Optimization exercise on an open flow, not production practice.
RTL: at most simulated, not proved equivalent.
Function not checked: runs 2, 6 and 7.
Power: default activity.

==> flow/design.v <==
module apb_slave (
  input  logic        PCLK,
  input  logic        PRESETn,
  input  logic [31:0] PADDR,
  input  logic        PSEL,
  input  logic        PENABLE,
  input  logic        PWRITE,
  input  logic [31:0] PWDATA,
  output logic [31:0] PRDATA,
  output logic        PREADY,
  output logic        PSLVERR
);
  logic [15:0] [31:0] registers;
  logic [15:0]        written;
  logic [15:0]        wen;
  logic        addr_valid;
  logic [15:0] addr_dec;
  assign addr_valid = (PADDR[31:6] == 0);
  assign addr_dec   = 16'b1 << PADDR[5:2];
  always_ff @(posedge PCLK or negedge PRESETn) begin
    if (!PRESETn) begin
      wen        <= '0;
      written    <= '0;
    end else begin
      wen        <= (PSEL && !PENABLE && PWRITE && addr_valid) ? addr_dec : 16'b0;
      written    <= written | wen;
    end
  end
  always_ff @(posedge PCLK) begin
    for (int i = 0; i < 16; i++)
      if (wen[i])
        registers[i] <= PWDATA;
  end
  logic [31:0] rdata;
  logic [15:0] rsel_lo, rsel_hi;
  apb_rsel u_rsel_lo (.idx(PADDR[5:2]), .written(written), .sel(rsel_lo));
  apb_rsel u_rsel_hi (.idx(PADDR[5:2]), .written(written), .sel(rsel_hi));
  for (genvar b = 0; b < 32; b++) begin : g_rd
    logic [15:0] s;
    logic [5:0]  p;
    logic [1:0]  h;
    assign s = (b < 16) ? rsel_lo : rsel_hi;
    for (genvar k = 0; k < 5; k++) begin : g_p
      apb_aoi222 u_p (.a(s[3*k]), .b(registers[3*k][b]), .c(s[3*k+1]), .d(registers[3*k+1][b]),
                      .e(s[3*k+2]), .f(registers[3*k+2][b]), .y(p[k]));
    end
    assign p[5] = !(s[15] && registers[15][b]);
    apb_nand3 u_h0 (.a(p[0]), .b(p[1]), .c(p[2]), .y(h[0]));
    apb_nand3 u_h1 (.a(p[3]), .b(p[4]), .c(p[5]), .y(h[1]));
    assign rdata[b] = h[0] | h[1];
  end
  always_ff @(posedge PCLK) begin
    PRDATA  <= rdata;
    PSLVERR <= !addr_valid;
  end
  assign PREADY = 1'b1;
endmodule
module apb_rsel (
  input  logic [3:0]  idx,
  input  logic [15:0] written,
  output logic [15:0] sel
);
  assign sel = (16'b1 << idx) & written;
endmodule
module apb_aoi222 (input logic a, b, c, d, e, f, output logic y);
  assign y = !((a && b) || (c && d) || (e && f));
endmodule
module apb_nand3 (input logic a, b, c, output logic y);
  assign y = !(a && b && c);
endmodule
==> flow/flow/run.sh <==
#!/bin/bash
# The standard layout, with every port buffered by a plain buf_1 (ORFS's
# buffer_ports otherwise picks a delay cell); repair_timing resizes as needed.
set -euo pipefail
bash standard.sh finish "BUFFER_PORTS_ARGS=-buffer_cell sky130_fd_sc_hd__buf_1" > standard.log 2>&1
==> flow/standard.sh <==
#!/bin/bash
# synth_recipe.tcl (not shown) runs the flow's synth.tcl, then flattens the netlist and writes it again
# the make line also repeats each setting of config.mk as NAME=value (left out here)
make -C /OpenROAD-flow-scripts/flow DESIGN_CONFIG=/design/flow/config.mk WORK_HOME=/design/flow/orfs CLKGATE_MAP_FILE= SYNTH_SCRIPT=/design/flow/synth_recipe.tcl "${@:-finish}"
==> flow/config.mk <==
export PLATFORM = sky130hd
export DESIGN_NAME = apb_slave
export DESIGN_NICKNAME = apb_slave
export VERILOG_FILES = /design/flow/design.v
export SDC_FILE = /design/flow/constraint.sdc
export NUM_CORES = 4
export LEC_CHECK = 0
export CAP_MARGIN = 20
export CORE_MARGIN = 2
export CORE_UTILIZATION = 40
export CTS_CLUSTER_DIAMETER = 100
export CTS_CLUSTER_SIZE = 30
export SETUP_SLACK_MARGIN = 3.0
export SLEW_MARGIN = 20
export SYNTH_HIERARCHICAL = 1
==> flow/constraint.sdc <==
create_clock -name core_clock -period 5.0 [get_ports {PCLK}]
set_input_delay 1.0000 -clock core_clock [delete_from_list [all_inputs] [get_ports {PCLK}]]
set_output_delay 1.0000 -clock core_clock [all_outputs]
set_load 0.01 [all_outputs]
==> summary.txt, run 1 <==
- The number of buffers inserted by hold repair at cts is 0.
- The internal power component is 6160 uW.
- The final max-slew violation count is 0.
- The number of antenna violations at the first check in global routing is 2.
- CTS saw 577 sinks.
- The congestion estimate from routability-driven global placement came to 0.713.
- Across the run, the number of max-cap violations was 0.
- The total count of hold-check failures in the final report was 0.
- The TritonCTS buffer count is 23.
- In this run the power density over the cells is 340 nW/um^2.
- The CTS tree is yes.
- The number of nets in the layout is 1185.
- The overall die height is 227 um.
- The worst clock skew on the final layout is 29.4 ps.
- The slowest stage of the critical path belongs to the cell sky130_fd_sc_hd__dfxtp_4.
- The total overflow left after global routing is 0.
- The buffer and inverter count on the worst path is 1.
- The via count of the first global-routing pass is 10.3k.
- Setup violations remaining at the end of the flow were counted as 0.
- Prior to clock tree synthesis, the placed netlist has a worst setup slack of 1770 ps.
- Data on the critical path arrives at its endpoint at 1060 ps.
- The site row count is 81.
- The pin count of the biggest net entering global routing is 34.
- The worst slew margin relative to its limit is 19.3%.
- The number of top-level pins is 103.
- The measured slew at the worst slew-check pin is 1210 ps.
- The final worst setup slack is 2940 ps.
- The number of synthesized register bits is 577.
- The ratio of cells with drive above 1 in the final layout is 19.6%.
- The overall die area is 51300 sq um.
- The initial core utilization is 40.5%.
- The detailed router finished its first iteration with 2010 violations.
- The total wirelength of the detailed-routed design is 51.7 mm.
- The number of buffers inserted by port buffering is 99.
- The critical path is of the flop to output port type.
- The net count after synthesis is 1049.
- After legalization and detailed placement, the total HPWL measured 23.3 mm.
- In this run, placement finished with an instance count of 1736.
- The number of instances in the synthesized netlist is 980.
- The worst setup path is launched from a flop.
- The smallest hold slack is 494 ps.
- In the routed design, unresolved DRC markers number 0.
- In the layout the commonest cells are sky130_fd_sc_hd__edfxtp_1, sky130_fd_sc_hd__a222oi_1, sky130_fd_sc_hd__nand3_1, sky130_fd_sc_hd__buf_1, sky130_fd_sc_hd__and3_4.
- Global routing used 18.9% of the available tracks.
- The cell at the root of the clock tree is sky130_fd_sc_hd__clkbuf_16.
- The leakage power is 0.00717 uW.
- The number of nets with antenna violations after routing is 0.
- The total number of H-tree levels is 1.
- The final critical-path share of the clock period is 41.3%.
- The library cell used most frequently in the layout, excluding fill and tap cells, is sky130_fd_sc_hd__edfxtp_1.
- Registers are responsible for 68.5% of the overall power.
- Relative to the synthesized area, the layout overhead comes to 13.2%.
- The first-pass detailed-route iteration total is 9.
- The proportion of power drawn by the clock network is 29.9%.
- The share of total power in combinational logic is 1.6%.
- IR analysis of the VDD net gives a maximum drop of 0.176 mV.
- The run finished with no timing, DRC or antenna violations.
- The data required time at the worst endpoint is 4000 ps.
- The number of buffers on the longest clock path is 3.
- Walking the worst path, the cells encountered are buf_6.
- For this design the total switching power over the nets is 1480 uW.
- The first global-routing pass estimated 69.7 mm of wire.
- On the critical path the largest part of the delay comes from flip-flops.
- Summed over all failing endpoints, the final setup total negative slack is 0 ps.
- The detailed router placed 10.9k vias in this run.
- The switching part of the total power is 19.4%.
- The post-synthesis cell area is 19800 sq um.
- Clock latency on the worst-skew pair, taken at its later pin, is 590 ps.
- The maximum single-stage delay on the critical path is 380 ps.
- After synthesis, flip-flops and latches occupy 84.9% of the total area.
- The worst min-delay path class is input port to asynchronous set/reset pin.
- The netlist uses 26 different library cells.
- STA classifies the critical path endpoint as an output port.
- The clock period minus final worst setup slack is 2060 ps.
- The width of the die is 227 um.
- Of all nets on the critical path, the largest fanout is 1.
- After detailed routing, the number of vias per cell comes to 6.08.
- In this run the mean area of a mapped cell was 20.2 sq um.
- Setup repair after global routing could not meet its margin everywhere.
- After detailed routing, the average wire length per cell comes to 28.7 um.
- The non-filler instance count after layout is 1798.
- Timing would allow up to 0.484 GHz.
- The count of synthesis-stage warnings from yosys is 7.
- The core region is 49000 sq um.
- After clock tree synthesis, the clock-pin slew on the worst setup and hold paths is 110 ps.
## layer usage
metal / routed length [um] / global-route usage [%] / vias up
met3: 6180 / 4.65 / 68
met4: 1060 / 4.80 / 4
met5: 24 / 0 / -
met1: 20500 / 27.0 / 5648
li1: - / - / 4590
met2: 23900 / 29.3 / 625
## area by class of cell
cell class / instances / area (sq um)
diodes: 1 / 2.50
clock buffers: 40 / 639
clock inverters: 2 / 38.8
fillers: 4109 / 26500
multi-input cells: 413 / 3430
flip-flops and latches: 577 / 16900
well taps: 664 / 831
repair buffers: 101 / 603
## metrics by stage
| step | util (%) | cell area [sq um] | power (uW) |
|---|---|---|---|
| 2_1_floorplan | - | 20100 | 5360 |
| 3_3_place_gp | 43.4 | 21200 | 5440 |
| 3_5_place_dp | 43.4 | 21200 | 5440 |
| 4_1_cts | 45.3 | 22200 | 7670 |
| 5_1_grt | 45.8 | 22400 | 7860 |
| 6_report | 45.9 | 22400 | 7640 |
## flip-flops by register name, indices dropped and copies added (netlist names)
name,count
PRDATA,32
wen,16
written,16
registers,512
PSLVERR,1
## synthesized netlist by cell type
library cell | n | share of area, %
sky130_fd_sc_hd__edfxtp_1 | 512 | 78
sky130_fd_sc_hd__a222oi_1 | 160 | 8.1
sky130_fd_sc_hd__nand3_1 | 66 | 1.7
sky130_fd_sc_hd__or2_2 | 49 | 1.5
sky130_fd_sc_hd__nand2_1 | 37 | 0.70
sky130_fd_sc_hd__dfxtp_1 | 33 | 3.3
sky130_fd_sc_hd__and3_1 | 32 | 1.0
sky130_fd_sc_hd__dfrtp_1 | 32 | 4.0
sky130_fd_sc_hd__nor4_1 | 10 | 0.32
sky130_fd_sc_hd__nor2_1 | 6 | 0.11
sky130_fd_sc_hd__nor2b_1 | 6 | 0.19
sky130_fd_sc_hd__nor4_2 | 6 | 0.38
sky130_fd_sc_hd__clkbuf_1 | 5 | 0.095
sky130_fd_sc_hd__and2_1 | 4 | 0.13
sky130_fd_sc_hd__nor3_1 | 4 | 0.10
sky130_fd_sc_hd__nand3b_1 | 3 | 0.11
sky130_fd_sc_hd__nor4b_1 | 3 | 0.13
sky130_fd_sc_hd__and2b_1 | 2 | 0.076
sky130_fd_sc_hd__buf_4 | 2 | 0.076
sky130_fd_sc_hd__nor3b_1 | 2 | 0.076
sky130_fd_sc_hd__buf_6 | 1 | 0.057
sky130_fd_sc_hd__conb_1 | 1 | 0.019
sky130_fd_sc_hd__nand4_2 | 1 | 0.063
sky130_fd_sc_hd__nand4b_1 | 1 | 0.044
sky130_fd_sc_hd__nor4bb_1 | 1 | 0.051
sky130_fd_sc_hd__or3_1 | 1 | 0.032
## worst paths after layout
kind | startpoint | end | slack [ps] | depth (start not counted)
max | PRDATA[29] | PRDATA[29] | 2940 | 1
min | PRESETn | wen[9] | 490 | 1
max reg2reg | written[3] | PRDATA[23] | 3150 | 4
min reg2reg | written[10] | written[10] | 520 | 1
max in group asynchronous | PRESETn | wen[12] | 3890 | 1
min in group core_clock | written[10] | written[10] | 520 | 1
## worst reg2reg max path, stage by stage, from the launching register on
cell and delay [ps]:
sky130_fd_sc_hd__dfrtp_1 540, sky130_fd_sc_hd__and3_2 390, sky130_fd_sc_hd__a222oi_1 370, sky130_fd_sc_hd__nand3_1 160, sky130_fd_sc_hd__or2_4 270
## power groups by stage
stage	Combinational [uW]	Sequential, uW	Clock (uW)
2_1_floorplan	16.3	5350	0
3_3_place_gp	93.3	5340	0
3_5_place_dp	99.9	5340	0
4_1_cts	111	5230	2320
5_1_grt	136	5240	2480
6_report	123	5230	2280
## what timing repair did
| action | CTS | global route |
|---|---|---|
| buffers inserted | 0 | 0 |
| gates resized for setup | 89 | 43 |
| setup endpoints to repair | 65 | 79 |
| pin swaps | 14 | 32 |
| gates cloned | 7 | 11 |
| endpoints found under the hold margin | 0 | 0 |
## Yosys stat by module, one instance, submodules excluded
module	times used	cells inside	area (sq um)
apb_aoi222	160	1	10.0
apb_nand3	64	1	5.00
apb_rsel	2	24	146
apb_slave	1	708	17600
## logic make-up after synthesis
| logic type | share of synthesized area, % |
|---|---|
| other | 0.0189 |
| AOI/OAI and AO/OA | 8.08 |
| and+or+nand+nor | 6.74 |
| DFF | 84.9 |
| buffers and inverters | 0.227 |
Testbench counts, summed over its fixed seeds: cycles 32,000, transfers 16,000.
==> run 2, diff against run 1 <==
--- a/flow/design.v
+++ b/flow/design.v
@@ -14,2 +14,3 @@
   logic [15:0]        written;
+  logic [3:0]         wgrp;
   logic [15:0]        wen;
@@ -19,8 +20,11 @@
   assign addr_dec   = 16'b1 << PADDR[5:2];
+  always_comb
+    for (int i = 0; i < 16; i++)
+      wen[i] = wgrp[i / 4] && (PADDR[3:2] == 2'(i % 4));
   always_ff @(posedge PCLK or negedge PRESETn) begin
     if (!PRESETn) begin
-      wen        <= '0;
+      wgrp       <= '0;
       written    <= '0;
     end else begin
-      wen        <= (PSEL && !PENABLE && PWRITE && addr_valid) ? addr_dec : 16'b0;
+      wgrp       <= (PSEL && !PENABLE && PWRITE && addr_valid) ? 4'b1 << PADDR[5:4] : 4'b0;
       written    <= written | wen;
==> run 2 against run 1 <==
Cell area down 1.4%. Fmax down 2.4%. Area after synthesis down 1.7%. Critical path depth up 2. Largest cell class unchanged. Clock power down 3%. Non-clock buffer count up 14.
==> summary.txt, run 2 <==
- The flow ran to the end and the layout has no timing, DRC or antenna violations.
- The clock passes through at most 3 buffers.
- Sorting the synthesized cells by area gives the leading types as sky130_fd_sc_hd__edfxtp_1, sky130_fd_sc_hd__a222oi_1, sky130_fd_sc_hd__dfxtp_1.
- The routed design has 51.9 mm of wire.
- The floorplan has 80 rows.
- Cell internal power was estimated by the tool at 6040 uW.
- In this run the static leakage power is 0.00716 uW.
- The routed length on met2 is 24.1 mm.
- The post-synthesis cell area is 19500 sq um.
- The register with the most flip-flops is registers.
- The initial core utilization is 40.6%.
- Detailed routing placed a total of 5.78 mm of wire on met3.
- The share of total power in combinational logic is 1.6%.
- Summing the areas of all compound-gate instances in the mapped netlist gives 8.22% of the synthesized area.
- The number of nets with antenna violations after routing is 0.
- The iteration-0 DRC count of the detailed router is 2092.
- The non-filler instance count after layout is 1740.
- For this design the ratio of total power to cell area is 338 nW/um^2.
- The synthesized netlist devotes 0% of its cell area to XOR and XNOR gates.
- The maximum ir drop on the vdd rail is 0.249 mV.
- The average wire per standard cell is 29.8 um.
- The area growth from synthesis to layout is 13.6%.
- The share of synthesized registers carrying an async set or reset is 3.54%.
- The net count after synthesis is 1028.
- Data on the critical path arrives at its endpoint at 2330 ps.
- The commonest non-fill, non-tap cell in the layout is sky130_fd_sc_hd__edfxtp_1.
- In the final layout, the registers with the most flip-flops are registers x512, PRDATA x32, written x16.
- TritonCTS built the clock tree.
- The number of flip-flops in the largest register is 512.
- The routability congestion estimate from global placement is 0.750.
- The share of total power dissipated in the clock network is 29.6%.
- Clock skew on the completed layout was measured at 12.1 ps.
- The aggregate negative setup slack is 0 ps.
- Of the cells placed in the final design, the portion with a size suffix greater than 1 is 20.5%.
- The filler cell count in the final layout is 4015.
- For this design the total switching power over the nets is 1430 uW.
- At the later pin of the worst-skew pair, clock insertion delay measures 570 ps.
- The tool flagged a number of max-cap violations equal to 0.
- Sequential cells were found to cover 84.9% of the synthesized design area.
- The most instantiated library cell after synthesis is sky130_fd_sc_hd__edfxtp_1.
- The count of synthesis-stage warnings from yosys is 7.
- By area, the combinational part of the netlist is dominated by compound AO/OA/AOI/OAI gates.
- TritonCTS created 22 clock buffers.
- The worst setup path is launched from an input port.
- The share of the core filled with cells in the final layout is 46.1%.
- Multiplexer cells account for 0% of the synthesized area.
- The worst slew margin relative to its limit is 25.7%.
- The first detailed-routing pass took 7 iterations.
- The commonest register cell after synthesis is sky130_fd_sc_hd__edfxtp_1.
- The synthesized design contains 512 enable-type register cells.
- In the final design database the tool counted 1178 nets.
- After layout, the worst path uses 42.3% of the clock period.
- The min-delay analysis places its worst path in the category input port to asynchronous set/reset pin.
- For this block, wires on met1 add up to 21.0 mm.
- Setup repair after global routing could not meet its margin everywhere.
- The number of buffers inserted by port buffering is 99.
- In this run the number of H-tree levels came out at 1.
- Summing the areas of all fa, ha and maj instances in the mapped netlist gives 0% of the synthesized area.
- The post-detailed-route DRC marker count is 0.
- The number of synthesized register bits is 565.
- In this run the standard cell core region covers 47900 sq um.
- The half-perimeter wire length of the detailed placement result is 23.5 mm.
- The top cell type by total area after synthesis is sky130_fd_sc_hd__edfxtp_1.
- Ranked by instance count, the synthesized netlist is headed by sky130_fd_sc_hd__edfxtp_1, sky130_fd_sc_hd__a222oi_1, sky130_fd_sc_hd__nand3_1.
- The category of the critical setup timing path is input port to flop.
- The finished cells cover 22100 sq um.
- Sequential cells account for 68.7% of the total power.
- The final max-slew violation count is 0.
- For this run, the top clock speed supported by timing is 0.473 GHz.
- The switching part of the total power is 19.1%.
- For this design, the CTS-stage hold fixing added 0 buffers.
- At the worst endpoint, the required time is 5210 ps.
- The number of antenna violations at the first check in global routing is 3.
- The top cell type by area accounts for 78.9% of the synthesized area.
- The width of the die is 225 um.
- The global-route congestion overflow total is 0.
- Entering global routing, the biggest net connects 34 pins.
- Signal routing reaches up to met5.
- The peak fanout along the critical path is 33.
- Total power for the finished layout comes to 7470 uW.
- The capturing element type of the critical path is a flop.
- The smallest clock period supported by the final layout is computed as 2120 ps.
- Of the total synthesized cell area, the portion taken by AND, OR, NAND and NOR gates is 6.73%.
- The number of cells after detailed placement is 1670.
- The number of instances in the synthesized netlist is 959.
- Yosys mapped the design onto 26 distinct sky130hd cell types.
- The first global-routing pass estimated 68.7 mm of wire.
- Leaving out fill and tap cells, the most frequent cells in the layout are sky130_fd_sc_hd__edfxtp_1, sky130_fd_sc_hd__a222oi_1, sky130_fd_sc_hd__nand3_1, sky130_fd_sc_hd__buf_1, sky130_fd_sc_hd__and3_4.
- Setup violations remaining at the end of the flow were counted as 0.
- The via count of the first global-routing pass came to 10.1k.
- The clock net in this run drives a total of 565 sinks.
- In the global route stage, overall resource usage came out at 19.0%.
- At the pin with the least slew margin, the transition time is 1110 ps.
- The cell at the root of the clock tree is sky130_fd_sc_hd__clkbuf_16.
- The die covers 50500 sq um.
- The final route contains 10.7k vias.
- The die is 225 um tall.
- For this design the top-level I/O count stands at 103.
- The placed instance area is 20900 sq um.
- The total count of hold-check failures in the final report is 0.
- In the routed layout, each cell is associated on average with a via count of 6.16.
- The average footprint of a synthesized cell is 20.3 sq um.
- The clock-pin slew of the registers on the worst-case setup and hold paths is 110 ps.
-- run 2: final timing paths --
check,start,endpoint,slack [ps],cells after the start
hold / removal,PRESETn,written[11],370,1
setup / recovery,PADDR[3],registers[323],2880,3
min in group core_clock,written[5],written[5],540,1
setup reg to reg,wgrp[1],registers[228],3100,1
max in group asynchronous,PRESETn,written[7],4300,1
hold reg to reg,written[5],written[5],540,1
-- run 2: kinds of logic after synthesis --
logic type | count (synthesis)
DFF | 565
AOI/OAI and AO/OA | 160
other | 1
buffers and inverters | 6
and+or+nand+nor | 227
-- run 2: worst max-delay path: stages --
cell	delay (ps)
sky130_fd_sc_hd__buf_4	220
sky130_fd_sc_hd__nor2b_2	380
sky130_fd_sc_hd__and2_4	680
-- run 2: per-module statistics from Yosys (local to each module, per instance) --
module	area [sq um]	times used
apb_slave	17300	1
apb_rsel	146	2
apb_aoi222	10.0	160
apb_nand3	5.00	64
-- run 2: cell type report --
class | instances | area (sq um) | share of cell area [%]
repair buffers | 115 | 719 | 3.25
inverters | 1 | 3.75 | 0.0170
multi-input cells | 404 | 3440 | 15.5
clock inverters | 2 | 8.76 | 0.0396
diodes | 1 | 2.50 | 0.0113
clock buffers | 37 | 628 | 2.84
well taps | 615 | 769 | 3.48
flip-flops and latches | 565 | 16600 | 74.8
-- run 2: what timing repair did --
action	in CTS	in global routing
setup buffers	8	6
setup endpoints to repair	459	161
pin swaps	33	58
gates cloned	7	9
resized for setup	89	53
-- run 2: through the flow --
stage / setup WS [ps] / hold WS (ps)
floorplan: 2870 / 444
global placement: 1960 / 493
detailed placement: 1910 / 494
CTS: 2950 / 365
global route: 2870 / 382
finish: 2880 / 375
-- run 2: power groups by stage --
stage	Combinational [uW]	Sequential (uW)	Clock, uW
floorplan	13.6	5250	0
global placement	87.0	5240	0
detailed placement	94.3	5250	0
CTS	112	5140	2260
global route	134	5140	2390
finish	123	5140	2210
-- run 2: routing by layer --
layer	vias up	GRT usage [%]
met5	-	0
met4	4	4.81
met3	63	4.13
met2	623	30.1
met1	5518	26.8
li1	4514	-
==> run 3, diff against run 2 <==
--- a/flow/design.v
+++ b/flow/design.v
@@ -14,3 +14,2 @@
   logic [15:0]        written;
-  logic [3:0]         wgrp;
   logic [15:0]        wen;
@@ -20,11 +19,8 @@
   assign addr_dec   = 16'b1 << PADDR[5:2];
-  always_comb
-    for (int i = 0; i < 16; i++)
-      wen[i] = wgrp[i / 4] && (PADDR[3:2] == 2'(i % 4));
   always_ff @(posedge PCLK or negedge PRESETn) begin
     if (!PRESETn) begin
-      wgrp       <= '0;
+      wen        <= '0;
       written    <= '0;
     end else begin
-      wgrp       <= (PSEL && !PENABLE && PWRITE && addr_valid) ? 4'b1 << PADDR[5:4] : 4'b0;
+      wen        <= (PSEL && !PENABLE && PWRITE && addr_valid) ? addr_dec : 16'b0;
       written    <= written | wen;
==> flow/flow/run.sh (replaced) <==
#!/bin/bash
# The standard layout, with every port buffered by a plain buf_1 (ORFS's
# buffer_ports otherwise picks a delay cell), and ORFS's power recovery
# (downsizing gates off the critical paths) after global routing.
set -euo pipefail
bash standard.sh finish "BUFFER_PORTS_ARGS=-buffer_cell sky130_fd_sc_hd__buf_1" RECOVER_POWER=100 > standard.log 2>&1
==> run 3 against run 2 <==
Now fails the layout checks on capacitance limit, slew limit. Cell area up 0.44%. Die area up 1.7%. Area after synthesis up 1.8%. Routed wire length down 0.16%. Fmax down 31%. Count of clock-buffer cells in the layout up 3.
==> summary.txt, run 3 <==
- The pin count of the biggest net entering global routing is 34.
- Summed over all nets, the half-perimeter wirelength after detailed placement is 23.3 mm.
- The wire length of the first global-routing pass is 69.7 mm.
- The switching power of the nets is 1470 uW.
- The number of maximum-capacitance constraint violations is 17.
- The clock sink total is 577.
- For the finished layout, the period the worst path requires is 3080 ps.
- The number of instances on the worst hold path is 3.
- The tightest hold path in the finished design has a slack of 529 ps.
- The final max-slew violation count was 564.
- In this run the tool buffered the top-level ports with 99 buffer cells.
- The netlist uses 26 different library cells.
- The clock latency on the worst-skew pair is 590 ps.
- The cell at the root of the clock tree is sky130_fd_sc_hd__clkbuf_16.
- The switching part of the total power is 19.3%.
- The ratio of cells with drive above 1 in the final layout is 13.7%.
- The register with the most flip-flops in the layout has 512 of them.
- The share of the core filled with cells in the final layout is 45.4%.
- The data required time at the worst endpoint is 5510 ps.
- The placed instance area is 21200 sq um.
- Global routing finished with a remaining overflow of 0.
- The filler cell count in the final layout is 4156.
- The number of antenna violations at the first check in global routing is 2.
- The final critical-path share of the clock period is 61.7%.
- The total count of hold-check failures in the final report is 0.
- The total routing resource utilization after global routing is 18.9%.
- The sequential fraction of the synthesis area is 84.9%.
- In this run the core area contains 81 standard-cell rows.
- The checks that failed: capacitance limit, slew limit.
- The share of synthesized registers carrying an async set or reset is 5.55%.
- Buffers inserted to repair hold after CTS numbered 0.
- The signal arrival time at the worst endpoint is 3600 ps.
- The most instantiated library cell after synthesis is sky130_fd_sc_hd__edfxtp_1.
- The worst slew margin relative to its limit is -95.7%.
- The routed layout has 10.9k vias.
- The type of element launching the critical path is an input port.
- The post-detailed-route DRC marker count is 0.
- The first detailed-routing pass ran for 9 iterations.
- The area share of the largest cell type after synthesis is 77.6%.
- Sequential cells account for 68.6% of the total power.
- The top cell types in the final layout, fill and taps aside, are sky130_fd_sc_hd__edfxtp_1, sky130_fd_sc_hd__a222oi_1, sky130_fd_sc_hd__clkbuf_1, sky130_fd_sc_hd__nand3_1.
- The commonest non-fill, non-tap cell in the layout is sky130_fd_sc_hd__edfxtp_1.
- For the pin with the worst max-slew slack, the measured transition is 2930 ps.
- The clock network accounts for 29.9% of the total power.
- The flow ran to the end, but the layout failed its checks.
- CTS built an H-tree with a depth of 1.
- The average footprint of a synthesized cell is 20.2 sq um.
- The iteration-0 DRC count of the detailed router is 1912.
- In the final routed layout, each cell accounts on average for 28.8 um.
- Synthesis handed over a netlist of 980 instances.
- The worst clock skew on the final layout is 33.3 ps.
- The TritonCTS buffer count is 23.
- In this run the remaining antenna-violating nets after routing total 0.
- The post-synthesis cell area is 19800 sq um.
- The internal power component is 6160 uW.
- Routability-driven placement finished with a final weighted congestion of 0.713.
- Pin placement for this block handled 103 I/O pins.
- The number of synthesized register bits is 577.
- The overall die area is 51300 sq um.
- The setup fix buffers added after clock tree synthesis is 0.
- The post-detailed-route via-to-cell ratio is 6.08.
- STA classifies the critical path endpoint as a flop.
- The top cell type by total area after synthesis is sky130_fd_sc_hd__edfxtp_1.
- The commonest register cell after synthesis is sky130_fd_sc_hd__edfxtp_1.
- The post-place setup slack is 1770 ps.
- The flop-to-flop setup slack is 2130 ps.
- The clock passes through at most 3 buffers.
- The post-layout instance area is 22200 sq um.
- The share of total power in combinational logic is 1.6%.
- After synthesis, the most frequently instantiated cells are sky130_fd_sc_hd__edfxtp_1, sky130_fd_sc_hd__a222oi_1, sky130_fd_sc_hd__nand3_1.
- The via count of the first global-routing pass came to 10.3k.
- The peak fanout along the critical path is 16.
- The worst min-delay path class is flop to flop.
- Timing would allow up to 0.324 GHz.
- By area the synthesized netlist is led by sky130_fd_sc_hd__edfxtp_1, sky130_fd_sc_hd__a222oi_1, sky130_fd_sc_hd__dfrtp_1.
- When the netlist entered floorplanning its net count stood at 1049.
- The critical path is of the input port to flop type.
- The number of enable-type register cells in the synthesized netlist is 512.
- The worst path meets setup with 1920 ps of slack.
- The total wirelength of the detailed-routed design is 51.8 mm.
- From synthesis to final layout, the design area changed by 12.1%.
- Setup violations remaining at the end of the flow were counted as 0.
- Setup repair after global routing could not meet its margin everywhere.
- TritonCTS built the clock tree.
- The initial core utilization is 40.5%.
- After the last flow step, the layout net total stands at 1185.
- The floorplan step set the die width to 227 um.
- The depth of the worst register-to-register path is 1.
- In the final layout, the registers with the most flip-flops are registers x512, PRDATA x32.
- More flip-flops sit in one register than any other, and that register is registers.
- The clock-pin slew of the registers on the worst-case setup and hold paths is 110 ps.
- The count of synthesis-stage warnings from yosys is 7.
- The aggregate negative setup slack is 0 ps.
- Across the VDD grid, the largest voltage drop is 0.174 mV.
- The overall die height is 227 um.
- The leakage power is 0.00713 uW.
- For this design the ratio of total power to cell area is 343 nW/um^2.
- The floorplan step defined a core boundary enclosing 49000 sq um.
==> run 3: changes by cell type after synthesis, moves of 3 or more <==
cell / previous run / this run
sky130_fd_sc_hd__and3_1: 36 / 32
sky130_fd_sc_hd__nor4_1: 2 / 10
sky130_fd_sc_hd__nor3_1: 1 / 4
sky130_fd_sc_hd__nand3b_1: 0 / 3
sky130_fd_sc_hd__dfrtp_1: 20 / 32
sky130_fd_sc_hd__nand2_1: 33 / 37
sky130_fd_sc_hd__and2_1: 16 / 4
sky130_fd_sc_hd__nor4b_1: 0 / 3
==> run 3: timing repair <==
action,in CTS,in global routing
gates cloned,7,11
resized for setup,89,43
pin swaps,14,32
endpoints found under the setup margin,65,79
==> run 3: kinds of logic after synthesis <==
| logic type | after synthesis | share of synthesized area, % |
|---|---|---|
| buffers and inverters | 8 | 0.227 |
| AND/OR/NAND/NOR | 234 | 6.74 |
| flip-flops | 577 | 84.9 |
| AO/OA/AOI/OAI | 160 | 8.08 |
| other | 1 | 0.0189 |
==> run 3: routing by layer <==
metal  vias to the layer above  global-route usage (%)  part of all wire, %
met5                         -                       0                0.027
met4                         2                    4.80                  2.0
met3                        64                    4.65                   11
met2                       632                    29.3                   47
met1                      5639                    27.0                   40
li1                       4592                       -                    -
==> run 3: Yosys stat by module (local to each module, per instance) <==
| module | cells inside | times used | flops+latches | cell area, sq um |
|---|---|---|---|---|
| apb_aoi222 | 1 | 160 | 0 | 10.0 |
| apb_nand3 | 1 | 64 | 0 | 5.00 |
| apb_rsel | 24 | 2 | 0 | 146 |
| apb_slave | 708 | 1 | 577 | 17600 |
==> run 3: final cells by class <==
cell class              count  area (sq um)  area share, %
well taps                 664           831           3.74
repair buffers            101           557           2.51
diodes                      1          2.50         0.0113
multi-input cells         413          3320           14.9
clock buffers              40           639           2.88
flip-flops and latches    577         16800           75.8
clock inverters             2          38.8          0.175
==> run 3: path summary, 6_finish.rpt <==
path                                 from        endpoint
min in group asynchronous         PRESETn         wen[10]
hold reg to reg            registers[493]      PRDATA[13]
setup reg to reg                  wen[15]  registers[493]
max in group asynchronous         PRESETn         wen[15]
hold / removal             registers[493]      PRDATA[13]
setup / recovery                 PADDR[5]      PRDATA[26]
==> run 3: metrics by stage <==
stage / std cells / total power, uW
floorplan: 980 / 5360
global placement: 1736 / 5440
detailed placement: 1736 / 5440
CTS: 1785 / 7670
global route: 1797 / 7850
finish: 1798 / 7630
==> run 3: power groups by stage <==
| stage | Clock, uW | Sequential, uW | Combinational (uW) |
|---|---|---|---|
| 2_1_floorplan | 0 | 5350 | 16.3 |
| 3_3_place_gp | 0 | 5340 | 93.3 |
| 3_5_place_dp | 0 | 5340 | 99.9 |
| 4_1_cts | 2320 | 5230 | 111 |
| 5_1_grt | 2480 | 5240 | 133 |
| 6_report | 2280 | 5240 | 120 |
==> run 3: worst max-delay path: stages <==
cell,delay [ps]
sky130_fd_sc_hd__clkbuf_1,620
sky130_fd_sc_hd__and2_0,570
sky130_fd_sc_hd__and3_1,980
sky130_fd_sc_hd__nand2_1,140
sky130_fd_sc_hd__nand3_1,140
sky130_fd_sc_hd__or2_4,130
Testbench counts of run 3, summed over its fixed seeds: cycles 32,000, transfers 16,000.
==> run 4, diff against run 3 <==
==> flow/flow/run.sh (replaced) <==
#!/bin/bash
# The standard layout, with every port buffered by a plain buf_1 (ORFS's
# buffer_ports otherwise picks a delay cell) and explicit CTS arguments.
set -euo pipefail
bash standard.sh finish "BUFFER_PORTS_ARGS=-buffer_cell sky130_fd_sc_hd__buf_1" "CTS_ARGS=-sink_clustering_enable -repair_clock_nets -sink_clustering_size 30 -sink_clustering_max_diameter 100 -num_static_layers 1" > standard.log 2>&1
==> run 4 against run 3 <==
Now clean on timing, DRC and antenna. Global-route usage hardly changed. Area after synthesis stayed put. Utilization is 0.55 points higher. Flip-flop and latch count stayed put. Combinational power is 4% higher. Non-clock buffer count is 1 higher. Highest routed layer unchanged. Power hardly changed. Sequential power hardly changed. Cell area is 1.2% higher. Synthesized cell count stayed put.
==> summary.txt, run 4 <==
- After synthesis the netlist holds a flip-flop and latch count of 577.
- Broken down by cell family, the worst path's largest delay share belongs to flip-flops.
- In the layout the commonest cells are sky130_fd_sc_hd__edfxtp_1, sky130_fd_sc_hd__a222oi_1, sky130_fd_sc_hd__nand3_1, sky130_fd_sc_hd__buf_1, sky130_fd_sc_hd__and3_4.
- The final critical-path share of the clock period is 41.2%.
- CTS built an H-tree with a depth of 1.
- The clock passes through at most 3 buffers.
- The routed design has 52.4 mm of wire.
- Among all flip-flop cells after synthesis, the most frequent one is sky130_fd_sc_hd__edfxtp_1.
- The largest individual stage delay along the critical path comes from the cell sky130_fd_sc_hd__dfxtp_4.
- The setup path with the least slack is of type flop to output port.
- The die is 227 um tall.
- The number of instances in the synthesized netlist is 980.
- The flow ran to the end and the layout has no timing, DRC or antenna violations.
- The number of enable-type register cells in the synthesized netlist is 512.
- Counting every sink on the clock net gives 577.
- For this run, asynchronously set or reset flops after synthesis account for 5.55%.
- TritonCTS created 23 clock buffers.
- The width of the die is 227 um.
- After the first detailed-routing iteration, the DRC count stood at 1830.
- The CTS tree is yes.
- The data required time at the worst endpoint is 4000 ps.
- Detailed routing inserted a total of 10.9k vias.
- The share of synthesized area in the top cell type comes to 77.6%.
- The total power consumption of the routed design is 7640 uW.
- The count of synthesis-stage warnings from yosys is 7.
- The overall die area is 51300 sq um.
- The largest registers in the layout are registers x512, PRDATA x32.
- The later pin in the worst-skew pair is clocked with a latency of 590 ps.
- The power density relative to cell area is 340 nW/um^2.
- The type of element launching the critical path is a flop.
- The congestion estimate from routability-driven global placement came to 0.713.
- The worst slew margin relative to its limit is 22.0%.
- After floorplanning, the core was divided into 81 placement rows.
- The maximum ir drop on the vdd rail is 0.175 mV.
- The top cell type by total area after synthesis is sky130_fd_sc_hd__edfxtp_1.
- Across the run, the number of max-cap violations was 0.
- The netlist uses 26 different library cells.
- The ratio of cells with drive above 1 in the final layout is 20.0%.
- The net count after synthesis is 1049.
- For this run, design rule violations remaining after detail routing come to 0.
- After routing, the total negative slack on setup checks comes to 0 ps.
- The half-perimeter wire length of the detailed placement result is 23.3 mm.
- The capturing element type of the critical path is an output port.
- After detailed routing, the average wire length per cell comes to 29.1 um.
- The cell at the root of the clock tree is sky130_fd_sc_hd__clkbuf_16.
- Ranked by flip-flop count, first place goes to registers.
- Setup repair after global routing could not meet its margin everywhere.
- After synthesis, the most frequently instantiated cells are sky130_fd_sc_hd__edfxtp_1, sky130_fd_sc_hd__a222oi_1, sky130_fd_sc_hd__nand3_1.
- The pin count of the biggest net entering global routing is 34.
- The register with the most flip-flops in the layout has 512 of them.
- The clock period minus final worst setup slack is 2060 ps.
- During placement, the flow inserted port buffers numbering 99.
- The final max-slew violation count is 0.
- Global routing finished with a remaining overflow of 0.
- The total routing resource utilization after global routing is 18.9%.
- A synthesized cell averages 20.2 sq um.
- The total count of hold-check failures in the final report is 0.
- The via count of the first global-routing pass was 10.3k.
- The first global-routing pass estimated 69.7 mm of wire.
- For this run, the top clock speed supported by timing is 0.486 GHz.
- The number of antenna violations at the first check in global routing is 3.
- At the pin with the least slew margin, the transition time is 1170 ps.
- The commonest non-fill, non-tap cell in the layout is sky130_fd_sc_hd__edfxtp_1.
- Once detail routing completed, the nets flagged for antenna violations numbered 0.
- The growth of design area from synthesis to finish is 13.5%.
- The initial core utilization is 40.5%.
- The post-layout instance area is 22500 sq um.
- The worst clock skew on the final layout is 32.7 ps.
- The total setup violations reported at the end of the flow is 0.
- The first TritonRoute pass finished after 8 iterations.
- By area the synthesized netlist is led by sky130_fd_sc_hd__edfxtp_1, sky130_fd_sc_hd__a222oi_1, sky130_fd_sc_hd__dfrtp_1.
- The sequential fraction of the synthesis area is 84.9%.
- Summing every instance area after synthesis gives 19800 sq um.
- The peak fanout along the critical path is 1.
- In the routed layout, each cell is associated on average with a via count of 6.05.
- The leakage power is 0.00718 uW.
- In this design, the stage delay of the slowest critical-path cell is 380 ps.
- The clock-pin slew of the registers on the worst-case setup and hold paths is 110 ps.
- By instance count, the leading cell after synthesis is sky130_fd_sc_hd__edfxtp_1.
- The number of top-level pins is 103.
- The placed instances occupy a cell area of 21200 sq um.
- The critical path goes through buf_6.
- The number of nets in the layout is 1189.
- Counting both buffers and inverters, the worst setup path holds a total of 1.
- Data on the critical path arrives at its endpoint at 1060 ps.
- The core region is 49000 sq um.
- The worst hold path belongs to the class input port to asynchronous set/reset pin.
[run 4: path summary, 6_finish.rpt]
path	slack, ps	endpoint	startpoint	depth (start not counted)
setup / recovery	2940	PRDATA[29]	PRDATA[29]	1
hold / removal	490	wen[10]	PRESETn	1
setup reg to reg	3150	PRDATA[8]	written[3]	4
hold reg to reg	530	written[15]	written[15]	1
max in group asynchronous	3870	wen[12]	PRESETn	1
min in group core_clock	530	written[15]	written[15]	1
[run 4: timing repair]
item                                    CTS  global route
resized for setup                        89            49
pin swaps                                14            39
cloned                                    7            14
endpoints found under the setup margin   65            79
hold buffers                              0             0
buffers inserted                          0             1
[run 4: power by group]
part	total [uW]	internal [uW]	switching, uW
Sequential	5230	5230	0.00000719
Clock	2280	900	1380
Combinational	125	27.2	97.6
Total	7640	6160	1480
[run 4: layout make-up]
type	instances	area (sq um)
clock buffer	40	639
clock inverter	2	38.8
multi-input combinational	416	3480
tap	664	831
antenna	2	5.00
fill	4107	26500
timing repair buffer	102	607
sequential	577	16900
[run 4: per-module statistics from Yosys (local to each module, per instance)]
module | flops+latches | times used | cells | area, sq um
apb_aoi222 | 0 | 160 | 1 | 10.0
apb_nand3 | 0 | 64 | 1 | 5.00
apb_rsel | 0 | 2 | 24 | 146
apb_slave | 577 | 1 | 708 | 17600
[run 4: kinds of logic after synthesis]
logic type | after synthesis | synth area share [%]
compound gates | 160 | 8.08
buf+inv | 8 | 0.227
flops | 577 | 84.9
other cells | 1 | 0.0189
simple gates | 234 | 6.74
[run 4: metrics by stage]
| step | hold slack [ps] | util [%] | setup WS, ps | std cells |
|---|---|---|---|---|
| floorplan | 442 | - | 2860 | 980 |
| global placement | 486 | 43.4 | 1830 | 1736 |
| detailed placement | 473 | 43.4 | 1770 | 1736 |
| CTS | 506 | 45.3 | 2920 | 1785 |
| global route | 535 | 45.9 | 2920 | 1801 |
| finish | 494 | 46.0 | 2940 | 1803 |
[run 4: routing by layer]
| layer | track usage (%) | part of all wire, % | wire length (um) |
|---|---|---|---|
| met1 | 27.0 | 40 | 20900 |
| met2 | 29.3 | 47 | 24500 |
| met3 | 4.65 | 12 | 6060 |
| met4 | 4.73 | 1.9 | 992 |
| met5 | 0 | 0.027 | 14 |
==> run 5, diff against run 4 <==
==> flow/flow/run.sh (replaced) <==
#!/bin/bash
# The standard layout, with every port buffered by a plain buf_1 (ORFS's
# buffer_ports otherwise picks a delay cell) and explicit CTS arguments.
set -euo pipefail
bash standard.sh finish "BUFFER_PORTS_ARGS=-buffer_cell sky130_fd_sc_hd__buf_1" "CTS_ARGS=-sink_clustering_enable -repair_clock_nets -sink_clustering_size 30 -sink_clustering_max_diameter 100 -sink_clustering_levels 1" > standard.log 2>&1
==> run 5 against run 4 <==
Cell count is 0.28% lower. Utilization is 0.10 points lower. Critical path type unchanged. Still clean. Fmax shrank 0.29%. Clock power about the same. First-iteration DRC count increased by 9.8%. Non-clock buffer count decreased by 1.
==> summary.txt, run 5 <==
- The maximum ir drop on the vdd rail is 0.176 mV.
- The total count of hold-check failures in the final report is 0.
- The net count after synthesis is 1049.
- The number of nets in the layout is 1185.
- Clock latency on the worst-skew pair, taken at its later pin, is 590 ps.
- The top cell type by total area after synthesis is sky130_fd_sc_hd__edfxtp_1.
- The total number of H-tree levels is 1.
- The sequential fraction of the synthesis area is 84.9%.
- Dividing total power by cell area gives a power density of 340 nW/um^2.
- The clock net in this run drives a total of 577 sinks.
- The final route contains 10.9k vias.
- The reg-to-reg critical path endpoint is PRDATA[23].
- Derived from the worst setup path, the maximum achievable clock frequency is 0.484 GHz.
- The growth of design area from synthesis to finish is 13.2%.
- The total setup violations reported at the end of the flow is 0.
- Walking the worst path, the cells encountered are buf_6.
- For the final database, setup skew stands at 29.4 ps.
- For this run, design rule violations remaining after detail routing come to 0.
- The number of distinct library cell variants in the gate-level netlist after synthesis is 26.
- The number of instances in the synthesized netlist is 980.
- Of the total power, the clock network draws 29.9%.
- The register with the most flip-flops is registers.
- The type of element launching the critical path is a flop.
- The number of top-level pins is 103.
- From left edge to right edge, the die measures 227 um.
- After the first detailed-routing iteration, the DRC count stood at 2010.
- The overall die height is 227 um.
- Port buffering added 99 buffers.
- The number of maximum-capacitance constraint violations is 0.
- The maximum single-stage delay on the critical path is 380 ps.
- The commonest cells after synthesis are sky130_fd_sc_hd__edfxtp_1, sky130_fd_sc_hd__a222oi_1, sky130_fd_sc_hd__nand3_1.
- Setup repair after global routing could not meet its margin everywhere.
- The category of the critical setup timing path is flop to output port.
- Together, buffers and inverters on the worst path number 1.
- The depth of the worst register-to-register path is 4.
- The kind of cell with the highest combined delay along the critical path is flip-flops.
- Of the available clock period, the critical path in the final layout requires 41.3%.
- In the final routed layout, each cell accounts on average for 28.7 um.
- The worst reg2reg path startpoint is written[3].
- Per report_power, the combinational group accounts for 1.6% of the total.
- The library cell used most frequently in the layout, excluding fill and tap cells, is sky130_fd_sc_hd__edfxtp_1.
- The commonest register cell after synthesis is sky130_fd_sc_hd__edfxtp_1.
- The slowest stage of the critical path belongs to the cell sky130_fd_sc_hd__dfxtp_4.
- The switching part of the total power is 19.4%.
- The library cells used most frequently in the layout, excluding fill and tap cells, are sky130_fd_sc_hd__edfxtp_1, sky130_fd_sc_hd__a222oi_1, sky130_fd_sc_hd__nand3_1, sky130_fd_sc_hd__buf_1, sky130_fd_sc_hd__and3_4.
- The internal power component is 6160 uW.
- The pin count of the biggest net entering global routing is 34.
- The ratio of cells with drive above 1 in the final layout is 19.6%.
- After clock tree synthesis, the clock-pin slew on the worst setup and hold paths is 110 ps.
- Across all hold checks on the routed design, the worst slack comes to 494 ps.
- After filler insertion, the fill cell instance count of the layout stands at 4109.
- The signal arrival time at the worst endpoint is 1060 ps.
- The cell at the root of the clock tree is sky130_fd_sc_hd__clkbuf_16.
- The switching power of the nets is 1480 uW.
- The flop-to-flop setup slack is 3150 ps.
- After clock tree synthesis, the setup repair step added 0 buffers.
- The share of synthesized area in the top cell type comes to 77.6%.
- The routability congestion estimate from global placement is 0.713.
- The overall die area is 51300 sq um.
- After routing, the total negative slack on setup checks comes to 0 ps.
- Clock tree synthesis inserted a total of 23 buffers.
- The number of synthesized register bits is 577.
- The region available for standard cell placement spans 49000 sq um.
- In this run, synthesis inferred 512 flip-flops with an integrated enable.
- The final max-slew violation count is 0.
- The measured slew at the worst slew-check pin is 1210 ps.
- In this run the number of cells on the critical path is 1.
- Detailed placement ended at an HPWL of 23.3 mm.
- For this design, the CTS-stage hold fixing added 0 buffers.
- Counting flops with an async set or reset pin after synthesis yields a share of 5.55%.
- Setup slack closes at 2940 ps.
- The number of antenna violations at the first check in global routing came to 2.
- The post-detailed-route via-to-cell ratio is 6.08.
- The path class of the tightest hold or removal check is input port to asynchronous set/reset pin.
- TritonCTS built the clock tree.
- The longest clock path from root to sink contains 3 buffers.
- Yosys printed 7 warnings.
- In this run the static leakage power is 0.00717 uW.
- Before CTS, the worst setup slack after placement is 1770 ps.
- The worst setup path is captured at an output port.
- The wire length of the first global-routing pass is 69.7 mm.
- Registers are responsible for 68.5% of the overall power.
- Along the worst path, the maximum fanout reaches 1.
- The global-route congestion overflow total is 0.
- The average footprint of a synthesized cell is 20.2 sq um.
- The clock period could shrink to 2060 ps.
- The via count of the first global-routing pass is 10.3k.
- The data required time at the worst endpoint is 4000 ps.
- The initial core utilization is 40.5%.
- The post-synthesis cell area is 19800 sq um.
- The largest registers in the layout are registers x512, PRDATA x32.
- Global routing consumed, over all layers together, 18.9% of the routing resources.
- The run finished with no timing, DRC or antenna violations.
- For this block, the routed nets add up to 51.7 mm of wire.
- In this run the tightest slew margin relative to its limit is 19.3%.
- In the post-synthesis netlist, the cell with the most instances is sky130_fd_sc_hd__edfxtp_1.
- The number of nets with antenna violations after routing is 0.
- The initialized floorplan defines 81 standard-cell rows.
- The register with the most flip-flops in the layout has 512 of them.
- The first detailed-routing pass ran for 9 iterations.
- Ranked by total cell area, the synthesized netlist is headed by sky130_fd_sc_hd__edfxtp_1, sky130_fd_sc_hd__a222oi_1, sky130_fd_sc_hd__dfrtp_1.
==> run 5: cell counts after synthesis <==
No cell type changed its count.
==> run 5: kinds of logic after synthesis <==
group / count (synthesis) / synth area share [%]
flops: 577 / 84.9
simple gates: 234 / 6.74
compound gates: 160 / 8.08
buf+inv: 8 / 0.227
other cells: 1 / 0.0189
==> run 5: routing by layer <==
layer | global-route usage, % | vias to the layer above | part of all wire, %
met5 | 0 | - | 0.046
met4 | 4.80 | 4 | 2.1
met1 | 27.0 | 5648 | 40
met3 | 4.65 | 68 | 12
met2 | 29.3 | 625 | 46
li1 | - | 4590 | -
==> run 5: repair_timing <==
item / 4_1_cts / 5_1_grt
resized for setup: 89 / 43
pin swaps: 14 / 32
endpoints found under the setup margin: 65 / 79
gates cloned: 7 / 11
==> run 5: worst max path at each step <==
stage | slack [ps] | startpoint | endpoint
3_5_place_dp | 1770 | PADDR[5] | PRDATA[14]
6_report | 2940 | PRDATA[29] | PRDATA[29]
5_1_grt | 2920 | PRDATA[29] | PRDATA[29]
4_1_cts | 2920 | PRDATA[29] | PRDATA[29]
2_1_floorplan | 2860 | PADDR[2] | PRDATA[0]
3_3_place_gp | 1830 | PADDR[5] | PRDATA[24]
==> run 5: area by class of cell <==
type	instances	area, sq um	share of cell area (%)
antenna	1	2.50	0.0111
multi-input combinational	413	3430	15.3
tap	664	831	3.70
clock inverter	2	38.8	0.173
clock buffer	40	639	2.85
timing repair buffer	101	603	2.69
sequential	577	16900	75.3
==> run 5: power groups by stage <==
stage | logic, uW | clock network, uW | registers (uW)
finish | 123 | 2280 | 5230
floorplan | 16.3 | 0 | 5350
global route | 136 | 2480 | 5240
CTS | 111 | 2320 | 5230
global placement | 93.3 | 0 | 5340
detailed placement | 99.9 | 0 | 5340
==> run 5: through the flow <==
step                utilization, %  power [uW]  area (sq um)  instances
global route                  45.8        7860         22400       1797
floorplan                        -        5360         20100        980
detailed placement            43.4        5440         21200       1736
global placement              43.4        5440         21200       1736
CTS                           45.3        7670         22200       1785
finish                        45.9        7640         22400       1798
==> run 5: Yosys stat by module (local to each module, per instance) <==
module | cells inside | cell area, sq um | flip-flops and latches | times used
apb_slave | 708 | 17600 | 577 | 1
apb_nand3 | 1 | 5.00 | 0 | 64
apb_rsel | 24 | 146 | 0 | 2
apb_aoi222 | 1 | 10.0 | 0 | 160
==> run 6, diff against run 5 <==
==> flow/design.v (replaced) <==
module apb_slave (
  input  logic        PCLK,
  input  logic        PRESETn,
  input  logic [31:0] PADDR,
  input  logic        PSEL,
  input  logic        PENABLE,
  input  logic        PWRITE,
  input  logic [31:0] PWDATA,
  output logic [31:0] PRDATA,
  output logic        PREADY,
  output logic        PSLVERR
);
  logic [15:0] [31:0] registers;
  logic [15:0]        written;
  logic [15:0]        wen;
  logic        addr_valid;
  logic [15:0] addr_dec;
  assign addr_valid = (PADDR[31:6] == 0);
  assign addr_dec   = 16'b1 << PADDR[5:2];
  always_ff @(posedge PCLK or negedge PRESETn) begin
    if (!PRESETn) begin
      wen        <= '0;
      written    <= '0;
    end else begin
      wen        <= (PSEL && !PENABLE && PWRITE && addr_valid) ? addr_dec : 16'b0;
      written    <= written | wen;
    end
  end
  always_ff @(posedge PCLK) begin
    for (int i = 0; i < 16; i++)
      if (wen[i])
        registers[i] <= ~PWDATA;
  end
  logic [31:0] rdata;
  logic [15:0] rsel_lo_n, rsel_hi_n;
  apb_rsel_n u_rsel_lo (.idx(PADDR[5:2]), .written(written), .sel_n(rsel_lo_n));
  apb_rsel_n u_rsel_hi (.idx(PADDR[5:2]), .written(written), .sel_n(rsel_hi_n));
  for (genvar b = 0; b < 32; b++) begin : g_rd
    logic [15:0] s_n;
    logic [7:0]  t;
    logic [3:0]  u_n;
    assign s_n = (b < 16) ? rsel_lo_n : rsel_hi_n;
    for (genvar k = 0; k < 8; k++) begin : g_t
      apb_oai22 u_t (.a(s_n[2*k]), .b(registers[2*k][b]), .c(s_n[2*k+1]), .d(registers[2*k+1][b]),
                     .y(t[k]));
    end
    for (genvar j = 0; j < 4; j++) begin : g_u
      apb_nor2 u_u (.a(t[2*j]), .b(t[2*j+1]), .y(u_n[j]));
    end
    apb_nand4 u_r (.a(u_n[0]), .b(u_n[1]), .c(u_n[2]), .d(u_n[3]), .y(rdata[b]));
  end
  always_ff @(posedge PCLK) begin
    PRDATA  <= rdata;
    PSLVERR <= !addr_valid;
  end
  assign PREADY = 1'b1;
endmodule
module apb_rsel_n (
  input  logic [3:0]  idx,
  input  logic [15:0] written,
  output logic [15:0] sel_n
);
  assign sel_n = ~((16'b1 << idx) & written);
endmodule
module apb_oai22 (input logic a, b, c, d, output logic y);
  assign y = !((a || b) && (c || d));
endmodule
module apb_nor2 (input logic a, b, output logic y);
  assign y = !(a || b);
endmodule
module apb_nand4 (input logic a, b, c, d, output logic y);
  assign y = !(a && b && c && d);
endmodule
==> flow/flow/run.sh (replaced) <==
#!/bin/bash
# The standard layout, with every port buffered by a plain buf_1 (ORFS's
# buffer_ports otherwise picks a delay cell); repair_timing resizes as needed.
set -euo pipefail
bash standard.sh finish "BUFFER_PORTS_ARGS=-buffer_cell sky130_fd_sc_hd__buf_1" > standard.log 2>&1
==> run 6 against run 5 <==
Sequential power about the same. Sequential share of layout area decreased by 0.56 points. Count of clock-buffer cells in the layout is the same. Cell area is 0.73% higher. Clock skew grew 10 ps. Highest routed layer is now met4. Critical path type unchanged.
==> summary.txt, run 6 <==
- TritonCTS built the clock tree.
- The average wire per standard cell is 24.5 um.
- The first detailed-routing pass ran for 5 iterations.
- The worst clock skew on the final layout is 39.7 ps.
- The clock passes through at most 3 buffers.
- For the pin with the worst max-slew slack, the measured transition is 1160 ps.
- The commonest non-fill, non-tap cell in the layout is sky130_fd_sc_hd__edfxtp_1.
- After synthesis the netlist holds a flip-flop and latch count of 577.
- The number of nets in the layout is 1357.
- The number of maximum-capacitance constraint violations is 0.
- Dividing the synthesized area by the synthesized cell count gives 17.6 sq um.
- The repair_antennas step left the layout with diodes totalling 0.
- After synthesis, the cell types taking the most area are sky130_fd_sc_hd__edfxtp_1, sky130_fd_sc_hd__o22ai_1, sky130_fd_sc_hd__dfrtp_1.
- The post-synthesis cell area is 19900 sq um.
- The register with the most flip-flops is registers.
- Relative to the synthesized area, the layout overhead comes to 13.4%.
- The synthesized netlist devotes 8.03% of its cell area to compound gates.
- The core box area is 49100 sq um.
- The number of flip-flops in the largest register is 512.
- The number of buffers inserted by port buffering is 99.
- The sequential fraction of the synthesis area is 84.4%.
- Summed over all cells, the static leakage comes to 0.00708 uW.
- The final max-slew violation count is 0.
- In the synthesized netlist the async set-or-reset flop fraction comes to 5.55%.
- The top cell type by total area after synthesis is sky130_fd_sc_hd__edfxtp_1.
- The total number of H-tree levels is 1.
- Measured against its own limit, the worst slew margin works out to 22.5%.
- The worst hold path belongs to the class input port to asynchronous set/reset pin.
- For this run, the number of Yosys warnings is 7.
- Routability-driven placement finished with a final weighted congestion of 0.728.
- The peak fanout along the critical path is 1.
- After synthesis, the largest area contributor takes up 77.1% of total cell area.
- The pin count of the biggest net entering global routing is 34.
- At the later pin of the worst-skew pair, clock insertion delay measures 600 ps.
- The global-route congestion overflow total is 0.
- The most critical setup path has its startpoint at PRDATA[21].
- The critical path is of the flop to output port type.
- The signal arrival time at the worst endpoint is 1080 ps.
- The via count of the first global-routing pass came to 10.6k.
- The number of vias after detailed routing is 11.2k.
- The number of nets with antenna violations after routing is 0.
- The share of the synthesized netlist area taken by xor and xnor gates is 0%.
- The dominant combinational cell family by area after synthesis is compound AO/OA/AOI/OAI gates.
- The iteration-0 DRC count of the detailed router is 1165.
- The overall die area is 51700 sq um.
- The top cell types in the final layout, fill and taps aside, are sky130_fd_sc_hd__edfxtp_1, sky130_fd_sc_hd__o22ai_1, sky130_fd_sc_hd__nor2_1, sky130_fd_sc_hd__buf_1, sky130_fd_sc_hd__nand4_1.
- The largest registers in the layout are registers x512, PRDATA x32.
- The first global-routing pass estimated 69.2 mm of wire.
- Across the VDD grid, the largest voltage drop is 0.239 mV.
- The tree is rooted in a sky130_fd_sc_hd__clkbuf_16.
- The data required time at the worst endpoint is 4000 ps.
- The buffer and inverter count on the worst path is 1.
- The termination of the worst setup path is PRDATA[21].
- The total routing resource utilization after global routing is 18.5%.
- In this run, synthesis inferred 512 flip-flops with an integrated enable.
- In this run the number of cells on the critical path is 1.
- The TritonCTS buffer count is 23.
- The master of the slowest instance on the critical path is sky130_fd_sc_hd__dfxtp_4.
- The type of element launching the critical path is a flop.
- The flop-to-flop setup slack is 3420 ps.
- After detailed routing, the number of remaining DRC violations is 0.
- Of the total synthesized cell area, the portion taken by full adders, half adders and majority gates is 0%.
- Summing the areas of all and, or, nand and nor instances in the mapped netlist gives 6.77% of the synthesized area.
- The number of different library cells used by synthesis comes to 28.
- Among all flip-flop cells after synthesis, the most frequent one is sky130_fd_sc_hd__edfxtp_1.
- From bottom edge to top edge, the die measures 227 um.
- For the final routed database, the setup TNS stands at 0 ps.
- By count the netlist is led by sky130_fd_sc_hd__edfxtp_1, sky130_fd_sc_hd__o22ai_1, sky130_fd_sc_hd__nor2_1.
- The net count after synthesis is 1203.
- The flow ran to the end and the layout has no timing, DRC or antenna violations.
- In this run the horizontal extent of the chip is 227 um.
- Using the TritonRoute via totals, the vias-per-cell ratio works out to 5.68.
- The worst register-to-register path has a depth of 0.
- The maximum single-stage delay on the critical path is 370 ps.
- The maximum frequency from static timing analysis is 0.480 GHz.
- The mux contribution to synthesized area is 0%.
- The ratio of cells with drive above 1 in the final layout is 13.9%.
- The number of antenna violations at the first check in global routing was 0.
- For this design the top-level I/O count stands at 103.
- Setup repair after global routing could not meet its margin everywhere.
- The total count of hold-check failures in the final report is 0.
- Synthesis produced a netlist whose cell count is 1134.
- The most instantiated library cell after synthesis is sky130_fd_sc_hd__edfxtp_1.
- The critical path goes through buf_6.
- The endpoint identified for the worst register-to-register timing path is registers[483].
- The clock-pin slew of the registers on the worst-case setup and hold paths is 120 ps.
- The tightest hold path in the finished design has a slack of 489 ps.
- After clock tree synthesis, the flow added hold-fix buffers numbering 0.
- The HPWL after detailed placement is 24.0 mm.
- The clock period minus final worst setup slack is 2080 ps.
- The power density relative to cell area is 339 nW/um^2.
- The family with the most delay on the worst path is flip-flops.
- The total setup violations reported at the end of the flow is 0.
- The clock sink total is 577.
- The worst reg2reg path startpoint is wen[15].
- The worst setup path is captured at an output port.
- The worst path uses 41.7% of the clock period.
- The site row count is 81.
- The initial core utilization is 40.7%.
- Wires add up to 48.3 mm.
==> run 6: cell types whose count changed after synthesis, sizes merged, moves of 44 or more <==
cell    delta
o22ai    +256
a222oi   -160
nor2     +128
nand3     -44
nand4     +44
==> run 6: area by class of cell <==
type / count / area, sq um
clock buffers: 40 / 639
multi-input cells: 521 / 3170
well taps: 664 / 831
repair buffers: 133 / 915
fillers: 4215 / 26400
clock inverters: 2 / 38.8
inverters: 32 / 120
flip-flops and latches: 577 / 16900
==> run 6: worst min path at each step <==
stage / endpoint / slack [ps] / cells past startpoint
detailed placement: written[15] / 460 / 1
global route: wen[9] / 530 / 1
global placement: written[15] / 460 / 1
CTS: written[7] / 490 / 1
floorplan: written[15] / 450 / 1
finish: written[7] / 490 / 1
==> run 6: what timing repair did <==
item	in CTS	in global routing
gates resized for setup	106	29
setup buffers	7	5
hold endpoints to repair	0	0
gates cloned	0	0
pin swaps	4	2
setup endpoints to repair	65	70
==> run 6: layer usage <==
metal,up-vias,part of all wire (%),global-route usage [%]
met5,-,0,0
met4,0,1.6,3.92
met3,49,8.5,2.49
met2,466,48,30.4
met1,5751,42,26.7
li1,4911,-,-
==> run 6: cell families (layout without fill, tap and decap cells) <==
group / after synthesis / in the layout
flops: 577 / 577
buf+inv: 36 / 207
compound gates: 256 / 256
other cells: 1 / 1
simple gates: 264 / 264
==> run 6: per-stage QoR <==
step                setup WS, ps  util (%)  total power (uW)  area [sq um]  instances
floorplan                   2970         -              5390         20000       1134
global placement            1380      43.4              5450         21300       1911
detailed placement          1480      43.5              5450         21300       1913
CTS                         2890      45.7              7700         22400       1962
global route                2900      46.1              7870         22600       1969
finish                      2920      46.1              7670         22600       1969
==> run 6: Yosys stat by module, one instance, submodules excluded <==
module | area (sq um) | flops+latches | times used | cells
apb_rsel_n | 134 | 0 | 2 | 23
apb_nor2 | 3.75 | 0 | 128 | 1
apb_slave | 17400 | 577 | 1 | 672
apb_nand4 | 6.26 | 0 | 32 | 1
apb_oai22 | 6.26 | 0 | 256 | 1
==> run 6: where the power goes <==
| part | internal [uW] | total (uW) | switching, uW |
|---|---|---|---|
| clock | 902 | 2320 | 1410 |
| combinational | 23.7 | 119 | 95.4 |
| sequential | 5230 | 5230 | 0.00000468 |
==> run 7, diff against run 6 <==
==> flow/design.v (replaced) <==
module apb_slave (
  input  logic        PCLK,
  input  logic        PRESETn,
  input  logic [31:0] PADDR,
  input  logic        PSEL,
  input  logic        PENABLE,
  input  logic        PWRITE,
  input  logic [31:0] PWDATA,
  output logic [31:0] PRDATA,
  output logic        PREADY,
  output logic        PSLVERR
);
  logic [15:0] [31:0] registers;
  logic [3:0] addr_index;
  logic       addr_valid;
  assign addr_index = PADDR[5:2];
  assign addr_valid = (PADDR[31:6] == 0);
  typedef enum logic [1:0] {
    IDLE,
    SETUP,
    ACCESS
  } apb_state_t;
  apb_state_t current_state, next_state;
  always_ff @(posedge PCLK or negedge PRESETn) begin
    if (!PRESETn) begin
      current_state <= IDLE;
    end else begin
      current_state <= next_state;
    end
  end
  always_comb begin
    case (current_state)
      IDLE: begin
        if (PSEL && !PENABLE)
          next_state = SETUP;
        else
          next_state = IDLE;
      end
      SETUP: begin
        if (PSEL && PENABLE)
          next_state = ACCESS;
        else
          next_state = IDLE;
      end
      ACCESS: begin
        if (PSEL && !PENABLE)
          next_state = SETUP;
        else
          next_state = IDLE;
      end
      default:
        next_state = IDLE;
    endcase
  end
  always_ff @(posedge PCLK or negedge PRESETn) begin
    if (!PRESETn) begin
      for (int i = 0; i < 16; i++)
        registers[i] <= 32'h0;
      PRDATA <= 32'h0;
      PREADY <= 1'b1;   
      PSLVERR <= 1'b0;  
    end
    else begin
      PREADY <= (next_state != SETUP);
      PSLVERR <= 1'b0;
      if (current_state == SETUP && PSEL && PENABLE) begin
        if (!addr_valid) begin
          PSLVERR <= 1'b1;
        end
        else if (!PWRITE) begin
          PRDATA <= registers[addr_index];
        end
      end
      if (current_state == ACCESS && PSEL && PENABLE && addr_valid && PWRITE) begin
        registers[addr_index] <= PWDATA;
      end
    end
  end
endmodule
==> flow/run.sh (new file) <==
#!/bin/bash
# synth_recipe.tcl (not shown) runs the flow's synth.tcl, then flattens the netlist and writes it again
# the make line also repeats each setting of config.mk as NAME=value (left out here)
make -C /OpenROAD-flow-scripts/flow DESIGN_CONFIG=/design/flow/config.mk WORK_HOME=/design/flow/orfs CLKGATE_MAP_FILE= SYNTH_SCRIPT=/design/flow/synth_recipe.tcl finish
--- a/flow/config.mk
+++ b/flow/config.mk
@@ -10,6 +10,2 @@
 export CORE_UTILIZATION = 40
-export CTS_CLUSTER_DIAMETER = 100
-export CTS_CLUSTER_SIZE = 30
-export SETUP_SLACK_MARGIN = 3.0
 export SLEW_MARGIN = 20
-export SYNTH_HIERARCHICAL = 1
removed: flow/flow/run.sh
removed: flow/standard.sh
==> run 7 against run 6 <==
Clock skew decreased by 21 ps. Via count up 22%. Non-clock buffer count increased by 18. Die area rose by 22%. Global-route usage rose by 0.78 points. Critical path depth grew 7. Largest cell class unchanged.
==> summary.txt, run 7 <==
- The run finished with no timing, DRC or antenna violations.
- The category of the critical setup timing path is input port to flop.
- Detailed placement finished with a half-perimeter wire length of 35.1 mm.
- Sequential elements use 56.0% of the synthesized area.
- Using the TritonRoute via totals, the vias-per-cell ratio works out to 5.65.
- The total count of hold-check failures in the final report was 0.
- The net count after synthesis is 1581.
- Among all cell types in the netlist, the one instantiated most often is sky130_fd_sc_hd__dfrtp_1.
- The first global-routing pass estimated 92.8 mm of wire.
- The number of top-level pins is 103.
- The post-detailed-route DRC marker count is 0.
- The reg-to-reg critical path endpoint is registers[448].
- The worst register-to-register path has a setup slack of 2280 ps.
- In the layout the commonest cells are sky130_fd_sc_hd__dfrtp_1, sky130_fd_sc_hd__mux2_2, sky130_fd_sc_hd__mux2_1, sky130_fd_sc_hd__mux4_2, sky130_fd_sc_hd__clkdlybuf4s50_1.
- The total number of H-tree levels is 2.
- The measured slew at the worst slew-check pin is 988 ps.
- The tool flagged a number of max-cap violations equal to 0.
- After synthesis, the cell types taking the most area are sky130_fd_sc_hd__dfrtp_1, sky130_fd_sc_hd__mux2_2, sky130_fd_sc_hd__mux4_2.
- The aggregate negative setup slack is 0 ps.
- The internal portion of the total power is 7080 uW.
- The post-cts sizing count is 0.
- No sink is reached through more buffers than the 3 on the longest clock path.
- In the finished design, the share of the clock period the worst path needs comes to 74.7%.
- The ratio of cells with drive above 1 in the final layout is 36.1%.
- The growth of design area from synthesis to finish is 15.7%.
- The die is 252 um tall.
- The post-synthesis cell area is 24500 sq um.
- The final route contains 13.7k vias.
- The setup fix buffers added after clock tree synthesis is 0.
- The total wirelength of the detailed-routed design is 59.6 mm.
- The count of synthesis-stage warnings from yosys is 1.
- The via count of the first global-routing pass was 14.9k.
- Counting the buffers created by CTS gives 59.
- The post-place setup slack is 688 ps.
- The area share of the largest cell type after synthesis is 55.9%.
- The maximum single-stage delay on the critical path is 840 ps.
- The synthesized design contains 0 enable-type register cells.
- The share of total power in combinational logic is 4.1%.
- The first-pass detailed-route iteration total is 5.
- The number of different library cells used by synthesis comes to 34.
- The worst min-delay path class is input port to asynchronous set/reset pin.
- STA puts the critical path data required time at 5490 ps.
- The worst-case IR drop observed on VDD is 0.251 mV.
- The clock network accounts for 47.2% of the total power.
- In this run the worst path has a maximum fanout of 22.
- The maximum frequency from static timing analysis is 0.268 GHz.
- Measured against its own limit, the worst slew margin works out to 34.1%.
- After clock tree synthesis, the flow added hold-fix buffers numbering 0.
- Ranked by instance count, the synthesized netlist is headed by sky130_fd_sc_hd__dfrtp_1, sky130_fd_sc_hd__mux2_2, sky130_fd_sc_hd__mux2_1.
## run 7: cell types whose count changed after synthesis, sizes merged, moves of 67 or more
cell | before | now
mux2 | 0 | 544
dfrtp | 32 | 547
edfxtp | 512 | 0
o22ai | 256 | 0
mux4 | 0 | 128
nor2 | 134 | 6
buf | 3 | 70
## run 7: power by group through the flow
stage | clock (uW) | sequential [uW] | combinational (uW)
floorplan | 0 | 4520 | 145
global placement | 0 | 4520 | 372
detailed placement | 0 | 4520 | 380
CTS | 4410 | 4440 | 381
global route | 4600 | 4430 | 410
finish | 4290 | 4440 | 371
## run 7: cell families (layout without fill, tap and decap cells)
logic type	after synthesis	in the layout	share of synthesized area, %
adder cells (fa/ha/maj)	2	2	0.102
AO/OA/AOI/OAI	68	68	2.12
multiplexers	672	672	36.8
flip-flops	548	548	56.0
XOR/XNOR	1	1	0.0357
other	0	1	0
buffers and inverters	139	265	2.59
AND/OR/NAND/NOR	80	80	2.42
## run 7: per-stage QoR
stage               std cells  area (sq um)  hold slack, ps  power [uW]
floorplan                1510         24500             452        4660
global placement         2312         26400             462        4890
detailed placement       2312         26400             469        4900
CTS                      2418         28400             428        9230
global route             2418         28400             474        9440
finish                   2419         28400             385        9100
## run 7: final cells by class
type | count | area, sq um
Clock buffer | 89 | 1740
Sequential cell | 548 | 13700
Inverter | 8 | 30.0
Tap cell | 782 | 978
Multi-Input combinational cell | 823 | 10300
Fill cell | 5243 | 32100
Timing Repair Buffer | 151 | 1460
Clock inverter | 17 | 168
Antenna cell | 1 | 2.50
## run 7: per-layer routing
metal  up-vias  part of all wire (%)  GRT usage, %
met3        97                   4.1          2.90
met4         2                   2.6          6.34
met1      7444                    46          27.3
li1       5844                     -             -
met2       284                    47          30.8
met5         -                 0.022             0
## run 7: worst max-delay path by stage
stage               startpoint        endpoint  slack, ps
floorplan             PADDR[3]  registers[418]       1080
global placement      PADDR[4]   registers[55]        730
detailed placement    PADDR[4]   registers[55]        690
CTS                   PADDR[4]   registers[58]       1340
global route          PADDR[4]   registers[58]       1150
finish                PADDR[4]   registers[33]       1260
## run 7: worst max-delay path, delay by kind of cell
family / cells / cell delay (ps)
adders and majority gates: 1 / 340
buffers and inverters: 3 / 1410
muxes: 1 / 400
and+or+nand+nor: 3 / 1050
